Source: an optimization exercise on an open RTL-to-GDS flow (aim: small area and a short achievable clock period). Production flows keep margins and buffers that such runs may drop. Function not checked in this run: the RTL went through the layout flow alone. No activity file was given, so power comes from the tool's default toggle rates.

==> design.v <==
module PE(
    input wire CLK,
    input wire RESET,
    input wire EN,
    input wire SELECTOR,
    input wire W_EN,
    input wire signed [7:0] active_left,
    output reg signed [7:0] active_right,
    input wire signed [15:0] in_sum,
    output reg signed [15:0] out_sum,
    input wire signed [7:0] in_weight_above,
    output wire signed [7:0] out_weight_below
    );
    reg signed [7:0] weight_1;
    reg signed [7:0] weight_2;
    wire en_n, en_n_lo, en_n_hi;
    pe_inv u_enn (.a(EN), .y(en_n));
    pe_inv u_ennl (.a(EN), .y(en_n_lo));
    pe_inv u_ennh (.a(EN), .y(en_n_hi));
    wire sel_n;
    pe_inv u_seln (.a(SELECTOR), .y(sel_n));
    wire ld1 = EN & W_EN & SELECTOR;
    wire ld2 = EN & W_EN & ~SELECTOR;
    wire ld1_n = ~ld1;
    wire ld2_n = ~ld2;
    wire [7:0] w_n, ar_d, w1_d, w2_d, wb;
    wire [15:0] s_in;
    genvar gi;
    generate for (gi = 0; gi < 8; gi = gi + 1) begin : byte_sel
        pe_mux2i u_wn (.s(SELECTOR), .a1(weight_2[gi]), .a0(weight_1[gi]), .y(w_n[gi]));
        pe_ao22 u_ar (.a1(EN), .a2(active_left[gi]), .b1(en_n), .b2(active_right[gi]), .x(ar_d[gi]));
        pe_ao22 u_w1 (.a1(ld1), .a2(in_weight_above[gi]), .b1(ld1_n), .b2(weight_1[gi]), .x(w1_d[gi]));
        pe_ao22 u_w2 (.a1(ld2), .a2(in_weight_above[gi]), .b1(ld2_n), .b2(weight_2[gi]), .x(w2_d[gi]));
        pe_ao22 u_wb (.a1(SELECTOR), .a2(weight_1[gi]), .b1(sel_n), .b2(weight_2[gi]), .x(wb[gi]));
    end endgenerate
    generate for (gi = 0; gi < 16; gi = gi + 1) begin : sum_sel
        pe_ao22 u_si (.a1(EN), .a2(in_sum[gi]), .b1(gi < 8 ? en_n_lo : en_n_hi), .b2(out_sum[gi]), .x(s_in[gi]));
    end endgenerate
    wire [7:0] w_n_b;
    generate for (gi = 0; gi < 8; gi = gi + 1) begin : wdup
        pe_mux2i u_wnb (.s(SELECTOR), .a1(weight_2[gi]), .a0(weight_1[gi]), .y(w_n_b[gi]));
    end endgenerate
    wire b_one0, b_two0, b_neg0;
    pe_nand2 u_x1 (.a(EN), .b(active_left[0]), .y(b_one0));
    pe_nand3b u_x2 (.an(active_left[0]), .b(active_left[1]), .c(EN), .y(b_two0));
    assign b_neg0 = active_left[1];
    wire bs_0_0, bx_0_0;
    pe_nor2 u_x3 (.a(b_one0), .b(w_n[0]), .y(bs_0_0));
    pe_xor2 u_x4 (.a(bs_0_0), .b(b_neg0), .y(bx_0_0));
    wire bs_0_1, bx_0_1;
    pe_oai22 u_x5 (.a1(b_one0), .a2(w_n[1]), .b1(b_two0), .b2(w_n[0]), .y(bs_0_1));
    pe_xor2 u_x6 (.a(bs_0_1), .b(b_neg0), .y(bx_0_1));
    wire bs_0_2, bx_0_2;
    pe_oai22 u_x7 (.a1(b_one0), .a2(w_n[2]), .b1(b_two0), .b2(w_n[1]), .y(bs_0_2));
    pe_xor2 u_x8 (.a(bs_0_2), .b(b_neg0), .y(bx_0_2));
    wire bs_0_3, bx_0_3;
    pe_oai22 u_x9 (.a1(b_one0), .a2(w_n[3]), .b1(b_two0), .b2(w_n[2]), .y(bs_0_3));
    pe_xor2 u_x10 (.a(bs_0_3), .b(b_neg0), .y(bx_0_3));
    wire bs_0_4, bx_0_4;
    pe_oai22 u_x11 (.a1(b_one0), .a2(w_n[4]), .b1(b_two0), .b2(w_n[3]), .y(bs_0_4));
    pe_xor2 u_x12 (.a(bs_0_4), .b(b_neg0), .y(bx_0_4));
    wire bs_0_5, bx_0_5;
    pe_oai22 u_x13 (.a1(b_one0), .a2(w_n[5]), .b1(b_two0), .b2(w_n[4]), .y(bs_0_5));
    pe_xor2 u_x14 (.a(bs_0_5), .b(b_neg0), .y(bx_0_5));
    wire bs_0_6, bx_0_6;
    pe_oai22 u_x15 (.a1(b_one0), .a2(w_n[6]), .b1(b_two0), .b2(w_n[5]), .y(bs_0_6));
    pe_xor2 u_x16 (.a(bs_0_6), .b(b_neg0), .y(bx_0_6));
    wire bs_0_7, bx_0_7;
    pe_oai22 u_x17 (.a1(b_one0), .a2(w_n[7]), .b1(b_two0), .b2(w_n[6]), .y(bs_0_7));
    pe_xor2 u_x18 (.a(bs_0_7), .b(b_neg0), .y(bx_0_7));
    wire bs_0_8, bx_0_8;
    pe_oai22 u_x19 (.a1(b_one0), .a2(w_n[7]), .b1(b_two0), .b2(w_n[7]), .y(bs_0_8));
    pe_xnor2 u_x20 (.a(bs_0_8), .b(b_neg0), .y(bx_0_8));
    wire b_one1, b_two1, b_neg1;
    wire b_x10_1, b_x21_1;
    pe_xor2 u_x21 (.a(active_left[2]), .b(active_left[1]), .y(b_x10_1));
    pe_xor2 u_x22 (.a(active_left[3]), .b(active_left[2]), .y(b_x21_1));
    pe_nand2 u_x23 (.a(EN), .b(b_x10_1), .y(b_one1));
    pe_nand3b u_x24 (.an(b_x10_1), .b(b_x21_1), .c(EN), .y(b_two1));
    assign b_neg1 = active_left[3];
    wire bs_1_0, bx_1_0;
    pe_nor2 u_x25 (.a(b_one1), .b(w_n[0]), .y(bs_1_0));
    pe_xor2 u_x26 (.a(bs_1_0), .b(b_neg1), .y(bx_1_0));
    wire bs_1_1, bx_1_1;
    pe_oai22 u_x27 (.a1(b_one1), .a2(w_n[1]), .b1(b_two1), .b2(w_n[0]), .y(bs_1_1));
    pe_xor2 u_x28 (.a(bs_1_1), .b(b_neg1), .y(bx_1_1));
    wire bs_1_2, bx_1_2;
    pe_oai22 u_x29 (.a1(b_one1), .a2(w_n[2]), .b1(b_two1), .b2(w_n[1]), .y(bs_1_2));
    pe_xor2 u_x30 (.a(bs_1_2), .b(b_neg1), .y(bx_1_2));
    wire bs_1_3, bx_1_3;
    pe_oai22 u_x31 (.a1(b_one1), .a2(w_n[3]), .b1(b_two1), .b2(w_n[2]), .y(bs_1_3));
    pe_xor2 u_x32 (.a(bs_1_3), .b(b_neg1), .y(bx_1_3));
    wire bs_1_4, bx_1_4;
    pe_oai22 u_x33 (.a1(b_one1), .a2(w_n[4]), .b1(b_two1), .b2(w_n[3]), .y(bs_1_4));
    pe_xor2 u_x34 (.a(bs_1_4), .b(b_neg1), .y(bx_1_4));
    wire bs_1_5, bx_1_5;
    pe_oai22 u_x35 (.a1(b_one1), .a2(w_n[5]), .b1(b_two1), .b2(w_n[4]), .y(bs_1_5));
    pe_xor2 u_x36 (.a(bs_1_5), .b(b_neg1), .y(bx_1_5));
    wire bs_1_6, bx_1_6;
    pe_oai22 u_x37 (.a1(b_one1), .a2(w_n[6]), .b1(b_two1), .b2(w_n[5]), .y(bs_1_6));
    pe_xor2 u_x38 (.a(bs_1_6), .b(b_neg1), .y(bx_1_6));
    wire bs_1_7, bx_1_7;
    pe_oai22 u_x39 (.a1(b_one1), .a2(w_n[7]), .b1(b_two1), .b2(w_n[6]), .y(bs_1_7));
    pe_xor2 u_x40 (.a(bs_1_7), .b(b_neg1), .y(bx_1_7));
    wire bs_1_8, bx_1_8;
    pe_oai22 u_x41 (.a1(b_one1), .a2(w_n[7]), .b1(b_two1), .b2(w_n[7]), .y(bs_1_8));
    pe_xnor2 u_x42 (.a(bs_1_8), .b(b_neg1), .y(bx_1_8));
    wire b_one2, b_two2, b_neg2;
    wire b_x10_2, b_x21_2;
    pe_xor2 u_x43 (.a(active_left[4]), .b(active_left[3]), .y(b_x10_2));
    pe_xor2 u_x44 (.a(active_left[5]), .b(active_left[4]), .y(b_x21_2));
    pe_nand2 u_x45 (.a(EN), .b(b_x10_2), .y(b_one2));
    pe_nand3b u_x46 (.an(b_x10_2), .b(b_x21_2), .c(EN), .y(b_two2));
    assign b_neg2 = active_left[5];
    wire bs_2_0, bx_2_0;
    pe_nor2 u_x47 (.a(b_one2), .b(w_n_b[0]), .y(bs_2_0));
    pe_xor2 u_x48 (.a(bs_2_0), .b(b_neg2), .y(bx_2_0));
    wire bs_2_1, bx_2_1;
    pe_oai22 u_x49 (.a1(b_one2), .a2(w_n_b[1]), .b1(b_two2), .b2(w_n_b[0]), .y(bs_2_1));
    pe_xor2 u_x50 (.a(bs_2_1), .b(b_neg2), .y(bx_2_1));
    wire bs_2_2, bx_2_2;
    pe_oai22 u_x51 (.a1(b_one2), .a2(w_n_b[2]), .b1(b_two2), .b2(w_n_b[1]), .y(bs_2_2));
    pe_xor2 u_x52 (.a(bs_2_2), .b(b_neg2), .y(bx_2_2));
    wire bs_2_3, bx_2_3;
    pe_oai22 u_x53 (.a1(b_one2), .a2(w_n_b[3]), .b1(b_two2), .b2(w_n_b[2]), .y(bs_2_3));
    pe_xor2 u_x54 (.a(bs_2_3), .b(b_neg2), .y(bx_2_3));
    wire bs_2_4, bx_2_4;
    pe_oai22 u_x55 (.a1(b_one2), .a2(w_n_b[4]), .b1(b_two2), .b2(w_n_b[3]), .y(bs_2_4));
    pe_xor2 u_x56 (.a(bs_2_4), .b(b_neg2), .y(bx_2_4));
    wire bs_2_5, bx_2_5;
    pe_oai22 u_x57 (.a1(b_one2), .a2(w_n_b[5]), .b1(b_two2), .b2(w_n_b[4]), .y(bs_2_5));
    pe_xor2 u_x58 (.a(bs_2_5), .b(b_neg2), .y(bx_2_5));
    wire bs_2_6, bx_2_6;
    pe_oai22 u_x59 (.a1(b_one2), .a2(w_n_b[6]), .b1(b_two2), .b2(w_n_b[5]), .y(bs_2_6));
    pe_xor2 u_x60 (.a(bs_2_6), .b(b_neg2), .y(bx_2_6));
    wire bs_2_7, bx_2_7;
    pe_oai22 u_x61 (.a1(b_one2), .a2(w_n_b[7]), .b1(b_two2), .b2(w_n_b[6]), .y(bs_2_7));
    pe_xor2 u_x62 (.a(bs_2_7), .b(b_neg2), .y(bx_2_7));
    wire bs_2_8, bx_2_8;
    pe_oai22 u_x63 (.a1(b_one2), .a2(w_n_b[7]), .b1(b_two2), .b2(w_n_b[7]), .y(bs_2_8));
    pe_xnor2 u_x64 (.a(bs_2_8), .b(b_neg2), .y(bx_2_8));
    wire b_one3, b_two3, b_neg3;
    wire b_x10_3, b_x21_3;
    pe_xor2 u_x65 (.a(active_left[6]), .b(active_left[5]), .y(b_x10_3));
    pe_xor2 u_x66 (.a(active_left[7]), .b(active_left[6]), .y(b_x21_3));
    pe_nand2 u_x67 (.a(EN), .b(b_x10_3), .y(b_one3));
    pe_nand3b u_x68 (.an(b_x10_3), .b(b_x21_3), .c(EN), .y(b_two3));
    assign b_neg3 = active_left[7];
    wire bs_3_0, bx_3_0;
    pe_nor2 u_x69 (.a(b_one3), .b(w_n_b[0]), .y(bs_3_0));
    pe_xor2 u_x70 (.a(bs_3_0), .b(b_neg3), .y(bx_3_0));
    wire bs_3_1, bx_3_1;
    pe_oai22 u_x71 (.a1(b_one3), .a2(w_n_b[1]), .b1(b_two3), .b2(w_n_b[0]), .y(bs_3_1));
    pe_xor2 u_x72 (.a(bs_3_1), .b(b_neg3), .y(bx_3_1));
    wire bs_3_2, bx_3_2;
    pe_oai22 u_x73 (.a1(b_one3), .a2(w_n_b[2]), .b1(b_two3), .b2(w_n_b[1]), .y(bs_3_2));
    pe_xor2 u_x74 (.a(bs_3_2), .b(b_neg3), .y(bx_3_2));
    wire bs_3_3, bx_3_3;
    pe_oai22 u_x75 (.a1(b_one3), .a2(w_n_b[3]), .b1(b_two3), .b2(w_n_b[2]), .y(bs_3_3));
    pe_xor2 u_x76 (.a(bs_3_3), .b(b_neg3), .y(bx_3_3));
    wire bs_3_4, bx_3_4;
    pe_oai22 u_x77 (.a1(b_one3), .a2(w_n_b[4]), .b1(b_two3), .b2(w_n_b[3]), .y(bs_3_4));
    pe_xor2 u_x78 (.a(bs_3_4), .b(b_neg3), .y(bx_3_4));
    wire bs_3_5, bx_3_5;
    pe_oai22 u_x79 (.a1(b_one3), .a2(w_n_b[5]), .b1(b_two3), .b2(w_n_b[4]), .y(bs_3_5));
    pe_xor2 u_x80 (.a(bs_3_5), .b(b_neg3), .y(bx_3_5));
    wire bs_3_6, bx_3_6;
    pe_oai22 u_x81 (.a1(b_one3), .a2(w_n_b[6]), .b1(b_two3), .b2(w_n_b[5]), .y(bs_3_6));
    pe_xor2 u_x82 (.a(bs_3_6), .b(b_neg3), .y(bx_3_6));
    wire bs_3_7, bx_3_7;
    pe_oai22 u_x83 (.a1(b_one3), .a2(w_n_b[7]), .b1(b_two3), .b2(w_n_b[6]), .y(bs_3_7));
    pe_xor2 u_x84 (.a(bs_3_7), .b(b_neg3), .y(bx_3_7));
    wire bs_3_8, bx_3_8;
    pe_oai22 u_x85 (.a1(b_one3), .a2(w_n_b[7]), .b1(b_two3), .b2(w_n_b[7]), .y(bs_3_8));
    pe_xnor2 u_x86 (.a(bs_3_8), .b(b_neg3), .y(bx_3_8));
    wire s87;
    wire c88;
    pe_xor2 u_x89 (.a(s_in[4]), .b(b_neg2), .y(s87));
    pe_and2 u_x90 (.a(s_in[4]), .b(b_neg2), .y(c88));
    wire s91;
    wire c92;
    pe_xor2 u_x93 (.a(s_in[5]), .b(bx_0_5), .y(s91));
    pe_and2 u_x94 (.a(s_in[5]), .b(bx_0_5), .y(c92));
    wire s95;
    wire c96;
    pe_fa u_x97 (.a(s_in[6]), .b(b_neg3), .ci(bx_0_6), .s(s95), .co(c96));
    wire s98;
    wire c99;
    pe_xor2 u_x100 (.a(bx_1_4), .b(bx_2_2), .y(s98));
    pe_and2 u_x101 (.a(bx_1_4), .b(bx_2_2), .y(c99));
    wire s102;
    wire c103;
    pe_fa u_x104 (.a(s_in[7]), .b(bx_0_7), .ci(bx_1_5), .s(s102), .co(c103));
    wire s105;
    wire c106;
    pe_xor2 u_x107 (.a(bx_2_3), .b(bx_3_1), .y(s105));
    pe_and2 u_x108 (.a(bx_2_3), .b(bx_3_1), .y(c106));
    wire s109;
    wire c110;
    pe_xnor2 u_x111 (.a(s_in[8]), .b(bx_0_8), .y(s109));
    pe_or2 u_x112 (.a(s_in[8]), .b(bx_0_8), .y(c110));
    wire s113;
    wire c114;
    pe_fa u_x115 (.a(bx_1_6), .b(bx_2_4), .ci(bx_3_2), .s(s113), .co(c114));
    wire s116;
    wire c117;
    pe_xnor2 u_x118 (.a(s_in[9]), .b(bx_1_7), .y(s116));
    pe_or2 u_x119 (.a(s_in[9]), .b(bx_1_7), .y(c117));
    wire s120;
    wire c121;
    pe_xor2 u_x122 (.a(bx_2_5), .b(bx_3_3), .y(s120));
    pe_and2 u_x123 (.a(bx_2_5), .b(bx_3_3), .y(c121));
    wire s124;
    wire c125;
    pe_fa u_x126 (.a(s_in[10]), .b(bx_1_8), .ci(bx_2_6), .s(s124), .co(c125));
    wire s127;
    wire c128;
    pe_xnor2 u_x129 (.a(s_in[11]), .b(bx_2_7), .y(s127));
    pe_or2 u_x130 (.a(s_in[11]), .b(bx_2_7), .y(c128));
    wire s131;
    wire c132;
    pe_xor2 u_x133 (.a(s_in[2]), .b(b_neg1), .y(s131));
    pe_and2 u_x134 (.a(s_in[2]), .b(b_neg1), .y(c132));
    wire s135;
    wire c136;
    pe_xor2 u_x137 (.a(s_in[3]), .b(bx_0_3), .y(s135));
    pe_and2 u_x138 (.a(s_in[3]), .b(bx_0_3), .y(c136));
    wire s139;
    wire c140;
    pe_fa u_x141 (.a(bx_0_4), .b(bx_1_2), .ci(bx_2_0), .s(s139), .co(c140));
    wire s142;
    wire c143;
    pe_fa u_x144 (.a(bx_1_3), .b(bx_2_1), .ci(c88), .s(s142), .co(c143));
    wire s145;
    wire c146;
    pe_fa u_x147 (.a(bx_3_0), .b(c92), .ci(s98), .s(s145), .co(c146));
    wire s148;
    wire c149;
    pe_fa u_x150 (.a(c99), .b(s105), .ci(c96), .s(s148), .co(c149));
    wire s151;
    wire c152;
    pe_fa u_x153 (.a(s109), .b(c106), .ci(c103), .s(s151), .co(c152));
    wire s154;
    wire c155;
    pe_fa u_x156 (.a(c110), .b(s116), .ci(s120), .s(s154), .co(c155));
    wire s157;
    wire c158;
    pe_fa u_x159 (.a(bx_3_4), .b(c117), .ci(c121), .s(s157), .co(c158));
    wire s160;
    wire c161;
    pe_xor2 u_x162 (.a(bx_3_5), .b(s127), .y(s160));
    pe_and2 u_x163 (.a(bx_3_5), .b(s127), .y(c161));
    wire s164;
    wire c165;
    pe_fa u_x166 (.a(s_in[12]), .b(bx_2_8), .ci(bx_3_6), .s(s164), .co(c165));
    wire s167;
    wire c168;
    pe_xnor2 u_x169 (.a(s_in[13]), .b(bx_3_7), .y(s167));
    pe_or2 u_x170 (.a(s_in[13]), .b(bx_3_7), .y(c168));
    wire s171;
    wire c172;
    pe_xor2 u_x173 (.a(s_in[0]), .b(b_neg0), .y(s171));
    pe_and2 u_x174 (.a(s_in[0]), .b(b_neg0), .y(c172));
    wire s175;
    wire c176;
    pe_xor2 u_x177 (.a(s_in[1]), .b(bx_0_1), .y(s175));
    pe_and2 u_x178 (.a(s_in[1]), .b(bx_0_1), .y(c176));
    wire s179;
    wire c180;
    pe_fa u_x181 (.a(bx_0_2), .b(bx_1_0), .ci(s131), .s(s179), .co(c180));
    wire s182;
    wire c183;
    pe_fa u_x184 (.a(bx_1_1), .b(c132), .ci(s135), .s(s182), .co(c183));
    wire s185;
    wire c186;
    pe_fa u_x187 (.a(s87), .b(c136), .ci(s139), .s(s185), .co(c186));
    wire s188;
    wire c189;
    pe_fa u_x190 (.a(s91), .b(c140), .ci(s142), .s(s188), .co(c189));
    wire s191;
    wire c192;
    pe_fa u_x193 (.a(c143), .b(s95), .ci(s145), .s(s191), .co(c192));
    wire s194;
    wire c195;
    pe_fa u_x196 (.a(s102), .b(c146), .ci(s148), .s(s194), .co(c195));
    wire s197;
    wire c198;
    pe_fa u_x199 (.a(s113), .b(c149), .ci(s151), .s(s197), .co(c198));
    wire s200;
    wire c201;
    pe_fa u_x202 (.a(c114), .b(c152), .ci(s154), .s(s200), .co(c201));
    wire s203;
    wire c204;
    pe_fa u_x205 (.a(s124), .b(c155), .ci(s157), .s(s203), .co(c204));
    wire s206;
    wire c207;
    pe_fa u_x208 (.a(c125), .b(s160), .ci(c158), .s(s206), .co(c207));
    wire s209;
    wire c210;
    pe_fa u_x211 (.a(c128), .b(c161), .ci(s164), .s(s209), .co(c210));
    wire s212;
    wire c213;
    pe_xor2 u_x214 (.a(s167), .b(c165), .y(s212));
    pe_and2 u_x215 (.a(s167), .b(c165), .y(c213));
    wire s216;
    wire c217;
    pe_fa u_x218 (.a(s_in[14]), .b(bx_3_8), .ci(c168), .s(s216), .co(c217));
    wire [15:0] rx = {s_in[15], c213, s212, s209, c204, c201, c198, c195, c192, c189, c186, c183, c180, c176, c172, bx_0_0};
    wire [15:0] ry = {c217, s216, c210, c207, s206, s203, s200, s197, s194, s191, s188, s185, s182, s179, s175, s171};
    wire [15:0] sum;
    wire t219, rc220;
    pe_ha u_x221 (.a(rx[0]), .b(ry[0]), .s(t219), .co(rc220));
    assign sum[0] = t219;
    wire t222, rc223;
    pe_fa u_x224 (.a(rx[1]), .b(ry[1]), .ci(rc220), .s(t222), .co(rc223));
    assign sum[1] = t222;
    wire t225, rc226;
    pe_fa u_x227 (.a(rx[2]), .b(ry[2]), .ci(rc223), .s(t225), .co(rc226));
    assign sum[2] = t225;
    wire t228, rc229;
    pe_fa u_x230 (.a(rx[3]), .b(ry[3]), .ci(rc226), .s(t228), .co(rc229));
    assign sum[3] = t228;
    wire g4, p4;
    pe_ha u_x231 (.a(rx[4]), .b(ry[4]), .s(p4), .co(g4));
    wire g5, p5;
    pe_ha u_x232 (.a(rx[5]), .b(ry[5]), .s(p5), .co(g5));
    wire g6, p6;
    pe_ha u_x233 (.a(rx[6]), .b(ry[6]), .s(p6), .co(g6));
    wire g7, p7;
    pe_ha u_x234 (.a(rx[7]), .b(ry[7]), .s(p7), .co(g7));
    wire g8, p8;
    pe_ha u_x235 (.a(rx[8]), .b(ry[8]), .s(p8), .co(g8));
    wire g9, p9;
    pe_ha u_x236 (.a(rx[9]), .b(ry[9]), .s(p9), .co(g9));
    wire g10, p10;
    pe_ha u_x237 (.a(rx[10]), .b(ry[10]), .s(p10), .co(g10));
    wire g11, p11;
    pe_ha u_x238 (.a(rx[11]), .b(ry[11]), .s(p11), .co(g11));
    wire g12, p12;
    pe_ha u_x239 (.a(rx[12]), .b(ry[12]), .s(p12), .co(g12));
    wire g13, p13;
    pe_ha u_x240 (.a(rx[13]), .b(ry[13]), .s(p13), .co(g13));
    wire g14, p14;
    pe_ha u_x241 (.a(rx[14]), .b(ry[14]), .s(p14), .co(g14));
    wire g15, p15;
    pe_ha u_x242 (.a(rx[15]), .b(ry[15]), .s(p15), .co(g15));
    wire G243 = g4 | (p4 & rc229);
    wire G244 = g6 | (p6 & g5);
    wire P245 = p6 & p5;
    wire G246 = g8 | (p8 & g7);
    wire P247 = p8 & p7;
    wire G248 = g10 | (p10 & g9);
    wire P249 = p10 & p9;
    wire G250 = g12 | (p12 & g11);
    wire P251 = p12 & p11;
    wire G252 = g14 | (p14 & g13);
    wire P253 = p14 & p13;
    wire G254 = G244 | (P245 & G243);
    wire G255 = G248 | (P249 & G246);
    wire P256 = P249 & P247;
    wire G257 = G252 | (P253 & G250);
    wire P258 = P253 & P251;
    wire G259 = G255 | (P256 & G254);
    wire G260 = G257 | (P258 & G259);
    wire G261 = G246 | (P247 & G254);
    wire G262 = G250 | (P251 & G259);
    wire G263 = g5 | (p5 & G243);
    wire G264 = g7 | (p7 & G254);
    wire G265 = g9 | (p9 & G261);
    wire G266 = g11 | (p11 & G259);
    wire G267 = g13 | (p13 & G262);
    wire G268 = g15 | (p15 & G260);
    pe_xor2 u_x269 (.a(p4), .b(rc229), .y(sum[4]));
    pe_xor2 u_x270 (.a(p5), .b(G243), .y(sum[5]));
    pe_xor2 u_x271 (.a(p6), .b(G263), .y(sum[6]));
    pe_xor2 u_x272 (.a(p7), .b(G254), .y(sum[7]));
    pe_xor2 u_x273 (.a(p8), .b(G264), .y(sum[8]));
    pe_xor2 u_x274 (.a(p9), .b(G261), .y(sum[9]));
    pe_xor2 u_x275 (.a(p10), .b(G265), .y(sum[10]));
    pe_xor2 u_x276 (.a(p11), .b(G259), .y(sum[11]));
    pe_xor2 u_x277 (.a(p12), .b(G266), .y(sum[12]));
    pe_xor2 u_x278 (.a(p13), .b(G262), .y(sum[13]));
    pe_xor2 u_x279 (.a(p14), .b(G267), .y(sum[14]));
    pe_xnor2 u_x280 (.a(p15), .b(G260), .y(sum[15]));
    always @(negedge RESET or posedge CLK) begin
        if (~RESET) begin
            out_sum <= 0;
            active_right <= 0;
            weight_1 <= 0;
            weight_2 <= 0;
        end else begin
            out_sum <= sum;
            active_right <= ar_d;
            weight_1 <= w1_d;
            weight_2 <= w2_d;
        end
    end
    assign out_weight_below = wb;
endmodule
module pe_fa(input wire a, input wire b, input wire ci, output wire s, output wire co);
    assign {co, s} = a + b + ci;
endmodule
module pe_ha(input wire a, input wire b, output wire s, output wire co);
    assign {co, s} = a + b;
endmodule
module pe_ao22(input wire a1, input wire a2, input wire b1, input wire b2, output wire x);
    assign x = (a1 & a2) | (b1 & b2);
endmodule
module pe_mux2i(input wire s, input wire a1, input wire a0, output wire y);
    assign y = ~(s ? a1 : a0);
endmodule
module pe_inv(input wire a, output wire y);
    assign y = ~a;
endmodule
module pe_ao21(input wire a, input wire b, input wire c, output wire y);
    assign y = a | (b & c);
endmodule
module pe_oai22(input wire a1, input wire a2, input wire b1, input wire b2, output wire y);
    assign y = ~((a1 | a2) & (b1 | b2));
endmodule
module pe_nand3b(input wire an, input wire b, input wire c, output wire y);
    assign y = ~(~an & b & c);
endmodule
module pe_and2(input wire a, input wire b, output wire y);
    assign y = a & b;
endmodule
module pe_and3b(input wire an, input wire b, input wire c, output wire y);
    assign y = ~an & b & c;
endmodule
module pe_nand2(input wire a, input wire b, output wire y);
    assign y = ~(a & b);
endmodule
module pe_nor2(input wire a, input wire b, output wire y);
    assign y = ~(a | b);
endmodule
module pe_or2(input wire a, input wire b, output wire y);
    assign y = a | b;
endmodule
module pe_xor2(input wire a, input wire b, output wire y);
    assign y = a ^ b;
endmodule
module pe_xnor2(input wire a, input wire b, output wire y);
    assign y = ~(a ^ b);
endmodule
module pe_xor3(input wire a, input wire b, input wire c, output wire y);
    assign y = a ^ b ^ c;
endmodule
==> flow/run.sh <==
#!/bin/bash
# Standard layout with two changes: the port buffers are the smallest buffer
# cell, and clock tree synthesis inserts no dummy loads.
set -euo pipefail
export BUFFER_PORTS_ARGS="-buffer_cell sky130_fd_sc_hd__buf_1"
export CTS_ARGS="-sink_clustering_enable -repair_clock_nets -dont_use_dummy_load"
bash standard.sh finish > flow_standard.log 2>&1
==> standard.sh <==
#!/bin/bash
# synth_recipe.tcl (not shown) runs the flow's synth.tcl, then flattens the netlist and writes it again
# the make line also repeats each setting of config.mk as NAME=value (left out here)
make -C /OpenROAD-flow-scripts/flow DESIGN_CONFIG=/design/flow/config.mk WORK_HOME=/design/flow/orfs CLKGATE_MAP_FILE= SYNTH_SCRIPT=/design/flow/synth_recipe.tcl "${@:-finish}"
==> config.mk <==
export PLATFORM = sky130hd
export DESIGN_NAME = PE
export DESIGN_NICKNAME = PE
export VERILOG_FILES = /design/flow/design.v
export SDC_FILE = /design/flow/constraint.sdc
export NUM_CORES = 4
export LEC_CHECK = 0
export CAP_MARGIN = 20
export CORE_MARGIN = 2
export CORE_UTILIZATION = 65
export GPL_TIMING_DRIVEN = 0
export SETUP_SLACK_MARGIN = 0.8
export SLEW_MARGIN = 20
export SYNTH_HIERARCHICAL = 1
==> constraint.sdc <==
create_clock -name core_clock -period 5.5 [get_ports {CLK}]
set_input_delay 1.1000 -clock core_clock [delete_from_list [all_inputs] [get_ports {CLK}]]
set_output_delay 1.1000 -clock core_clock [all_outputs]
set_load 0.01 [all_outputs]
==> metrics.csv <==
stage,metric,value,unit
die,row count,26,
drt,Vias,2861,
synth,mux contribution to synthesized area,4.62,%
critical_path,startpoint types,primary input,
global_routing,first-pass GRT wire length,13500,µm
cells_and_area,Nets,473,
clocking,htree depth,2,
synth,Synth Area in Compound Gates,21.7,%
global_routing,M2 GR Usage,48.4,%
timing,RSZ-0062 raised after global routing,false,
critical_path,CP Capture Type,flop,
global_routing,largest net degree at the start of global routing,38,
clocking,CTS clock-pin slew for the worst setup and hold paths,60,ps
drt,number of detailed-route iterations in the first pass,4,
synth,Mapped Cells,313,
drt,WL final,8310,µm
die,Starting Density,67.4,%
critical_path,worst r2r path cells,12,
synth,sequential area share after synthesis,28.9,%
drt,DRC,0,
global_routing,met1 Resource Use GR,38.7,%
clocking,total CTS buffers,5,
drt,number of DRC markers in iteration 0,149,
global_routing,gr usage total,28.8,%
timing,"crit path setup slack, layout",899,ps
clocking,Clock Tree Root,clkbuf_8,
critical_path,RR Endpoint,out_sum[12]$_DFF_PN0_,
hold_path,min-delay src,active_right[6]$_DFF_PN0_,
die,IO Pins,69,
die,Core Area,5140,µm²
clocking,hold buffer count at CTS,0,
synth,Mapped Area,3470,µm²
synth,Synth Area per Inst,11.1,µm²
clocking,CTS tree,built,
place,dpl ws,-22.9,ps
global_routing,grt met3 use,4.82,%
die,die area,5930,µm²
cells_and_area,Area Overhead vs Synth,17.3,%
cells_and_area,share of cells above drive strength 1,9.64,%
timing,Final setup violation count,0,
critical_path,Crit Path Max Fanout,14,
timing,Period minus WS final,4600,ps
synth,Synth Register Bits,40,
cells_and_area,post-layout util,79.1,%
timing,part of the cycle the worst path needs,83.7,%
timing,achievable frequency,217,MHz
cells_and_area,antenna cell count,0,
place,Placer Congestion,0.877,
global_routing,GR peak layer,met2,
clocking,CTS Sinks,40,
synth,largest family of logic cells by synthesized area,compound AO/OA/AOI/OAI gates,
critical_path,R2R Path Start,weight_1[7]$_DFF_PN0_,
synth,xor/xnor share of the synthesized area,17.4,%
clocking,"Clk Latency, worst-skew pair",300,ps
synth,Synth Area in Simple Gates,6.46,%
drt,via/cell ratio,6.17,
timing,Worst Tran Pin Value,531,ps
hold_path,hold path endpoint,active_right[6]$_DFF_PN0_,
cells_and_area,Finished Layout Cells,464,
timing,clk_skew,21.0,ps
global_routing,vias in the first global route,2834,
synth,Netlist cell types,27,
critical_path,"setup slack, reg-to-reg",1630,ps
place,IO buf count,68,
hold_path,Worst Hold Depth,1,
critical_path,critical path class,in2reg,
synth,syn nets,390,
die,Die Height,77.0,µm
timing,Slew HR,63.6,%
drt,Post-DRT Antenna Nets,0,
die,Die Wd,77.0,µm
global_routing,initial antenna violation count,0,
power_and_ir_drop,Max IR drop VDD,0.499,mV
cells_and_area,fin area,4070,µm²
critical_path,Critical Path AT,4780,ps
synth,adder-cell share of the synthesized area,20.3,%
cells_and_area,fillcell total,354,
clocking,clk buf depth,2,
place,placed cell count,452,
run,max cap viols,0,
timing,Final Hold Fails,0,
drt,drt wl/cell,17.9,µm
place,hpwl dp,6100,µm
synth,Yosys Warn Count,7,
critical_path,CP Data Required Time,5680,ps
hold_path,Hold Crit Class,reg2reg,
power_and_ir_drop,cell leakage power,1.81,nW
run_status,outcome,"complete, no violations",
timing,Final Max Tran Viols,0,
global_routing,total gr overflow,0,
power_and_ir_drop,power density over cell area,542,nW/µm²
place,dpl cell area,3830,µm²
## modules after synthesis (local to each module, per instance), a selection
module     cell area (µm²)  cells inside  copies in the design
pe_ha                 12.5             1                    13
pe_mux2i              10.0             1                    16
pe_nand2              3.75             1                     4
pe_inv                3.75             1                     4
pe_or2                6.26             1                     4
pe_fa                 20.0             1                    27
pe_nand3b             7.51             1                     4
pe_ao22               8.76             1                    48
## registers in the layout, indices dropped and copies added, names as in the netlist
signal,cells
weight_1,8
out_sum,16
active_right,8
weight_2,8
## routing by layer
layer | share of wire [%] | up-vias
li1 | - | 1324
met1 | 43 | 1426
met3 | 4.8 | 5
met5 | 0 | -
met4 | 0.55 | 0
met2 | 51 | 106
## critical path, stage by stage
cell and delay, ps:
buf_4 190, xor2_2 200, nand3b_1 340, o22ai_2 250, xor2_2 190, xor2_1 250, fa_1 480, fa_1 540
ha_4 220, a21o_1 180, a31o_4 230, a21o_1 190, a21o_1 190, xor2_1 230
## kinds of logic (layout without fill, tap and decap cells)
kind of cell | after synthesis | after routing
and+or+nand+nor | 43 | 43
xor gates and xnor gates | 69 | 69
DFF | 40 | 40
muxes | 16 | 16
adders and majority gates | 40 | 40
AOI/OAI and AO/OA | 99 | 99
buffers and inverters | 6 | 87
## repair_timing
action                                  in CTS  in global routing
cloned                                       0                  0
buffers inserted                             1                  6
endpoints found under the setup margin       9                  4
pin swaps                                    0                  5
gates resized for setup                     15                 19
## power breakdown
group          switching, mW  total [mW]  internal, mW
Clock                 0.0967       0.179        0.0819
Combinational          0.866        1.55         0.687
Sequential            0.0628       0.472         0.409
Total                   1.03        2.20          1.18
## cell type report
type | instances | area, µm² | share of cell area (%)
clock buffers | 5 | 68.8 | 1.69
inverters | 6 | 22.5 | 0.554
multi-input cells | 267 | 2530 | 62.1
flip-flops and latches | 40 | 1000 | 24.6
well taps | 70 | 87.6 | 2.15
repair buffers | 76 | 359 | 8.83
## how the worst max path moves through the flow
stage	start	end	slack, ps	cells past startpoint
floorplan	SELECTOR	out_sum[12]$_DFF_PN0_	1210	12
global placement	EN	out_sum[14]$_DFF_PN0_	-460	13
detailed placement	active_left[3]	out_sum[14]$_DFF_PN0_	-20	14
CTS	SELECTOR	out_sum[12]$_DFF_PN0_	820	13
global route	active_left[5]	out_sum[12]$_DFF_PN0_	780	14
finish	active_left[1]	out_sum[12]$_DFF_PN0_	900	14
## cells in the mapped netlist
library cell  number  share of area [%]
inv_1              6               0.65
a21oi_1            6               0.87
and2_1            11                2.0
o31ai_1            1               0.22
a22o_1            48                 12
fa_1              27                 16
o211ai_1           1               0.22
or2_1              4               0.72
nand3b_1           4               0.87
xnor2_1            9                2.3
or2_2              1               0.18
ha_1              13                4.7
a21o_1             5                1.1
o21ai_0            3               0.43
nor3_1             1               0.14
dfrtp_1           40                 29
o21bai_1           1               0.22
a31o_4             1               0.51
nor2_1            10                1.1
o22ai_1           32                5.8
mux2i_1           16                4.6
nand2_1            9               0.97
nand3_1            1               0.14
xor2_1            60                 15
nand2b_1           1               0.18
or3_1              1               0.18
o21a_1             1               0.22
## per-stage QoR
stage,power [mW],setup TNS [ps],hold WS [ps]
2_1_floorplan,1.60,0,507
3_3_place_gp,1.87,-2200,477
3_5_place_dp,1.94,-26.5,478
4_1_cts,2.15,0,502
5_1_grt,2.42,0,526
6_report,2.20,0,501
## cell usage in the layout, fill, tap and decap left out, drive strengths merged, types with 3 or more instances in the layout
cell type	synthesis	layout
buf	0	74
xor2	60	60
a22o	48	48
dfrtp	40	40
o22ai	32	32
fa	27	27
mux2i	16	16
ha	13	13
and2	11	11
nor2	10	10
xnor2	9	9
nand2	9	9
clkbuf	0	7
inv	6	6
a21oi	6	6
a21o	5	5
or2	5	5
nand3b	4	4
o21ai	3	3

==> static timing again, ports no longer ideal <==
The results above use ideal ports. As a check the final layout listed here was re-extracted and re-timed, cells and wires unchanged.
Step 1 (the two cells are an assumption about what drives the block):
set clk [get_ports {CLK}]
set_driving_cell -lib_cell sky130_fd_sc_hd__clkbuf_16 $clk
set_driving_cell -lib_cell sky130_fd_sc_hd__buf_2 [delete_from_list [all_inputs] $clk]
Step 2 moves the port delays by t, midway between the first and last clock arrival at a register: inputs arrive t later, outputs are due t later. That takes back most of the time a late clock gives input paths.
Slacks: ideal / step 1 / step 2; pairs: ideal / step 1.
t, ns: 0.317
setup slack, ns: 0.899 / 0.902 / 0.585
worst setup path after step 2: input to register
worst data-port slew with drivers (ns): 0.04
pins driven straight from the clock port: 1
After both steps this run still meets setup and hold. For this run, drivers alone change the setup slack by +0.003 ns; drivers and shift together by -0.314 ns.
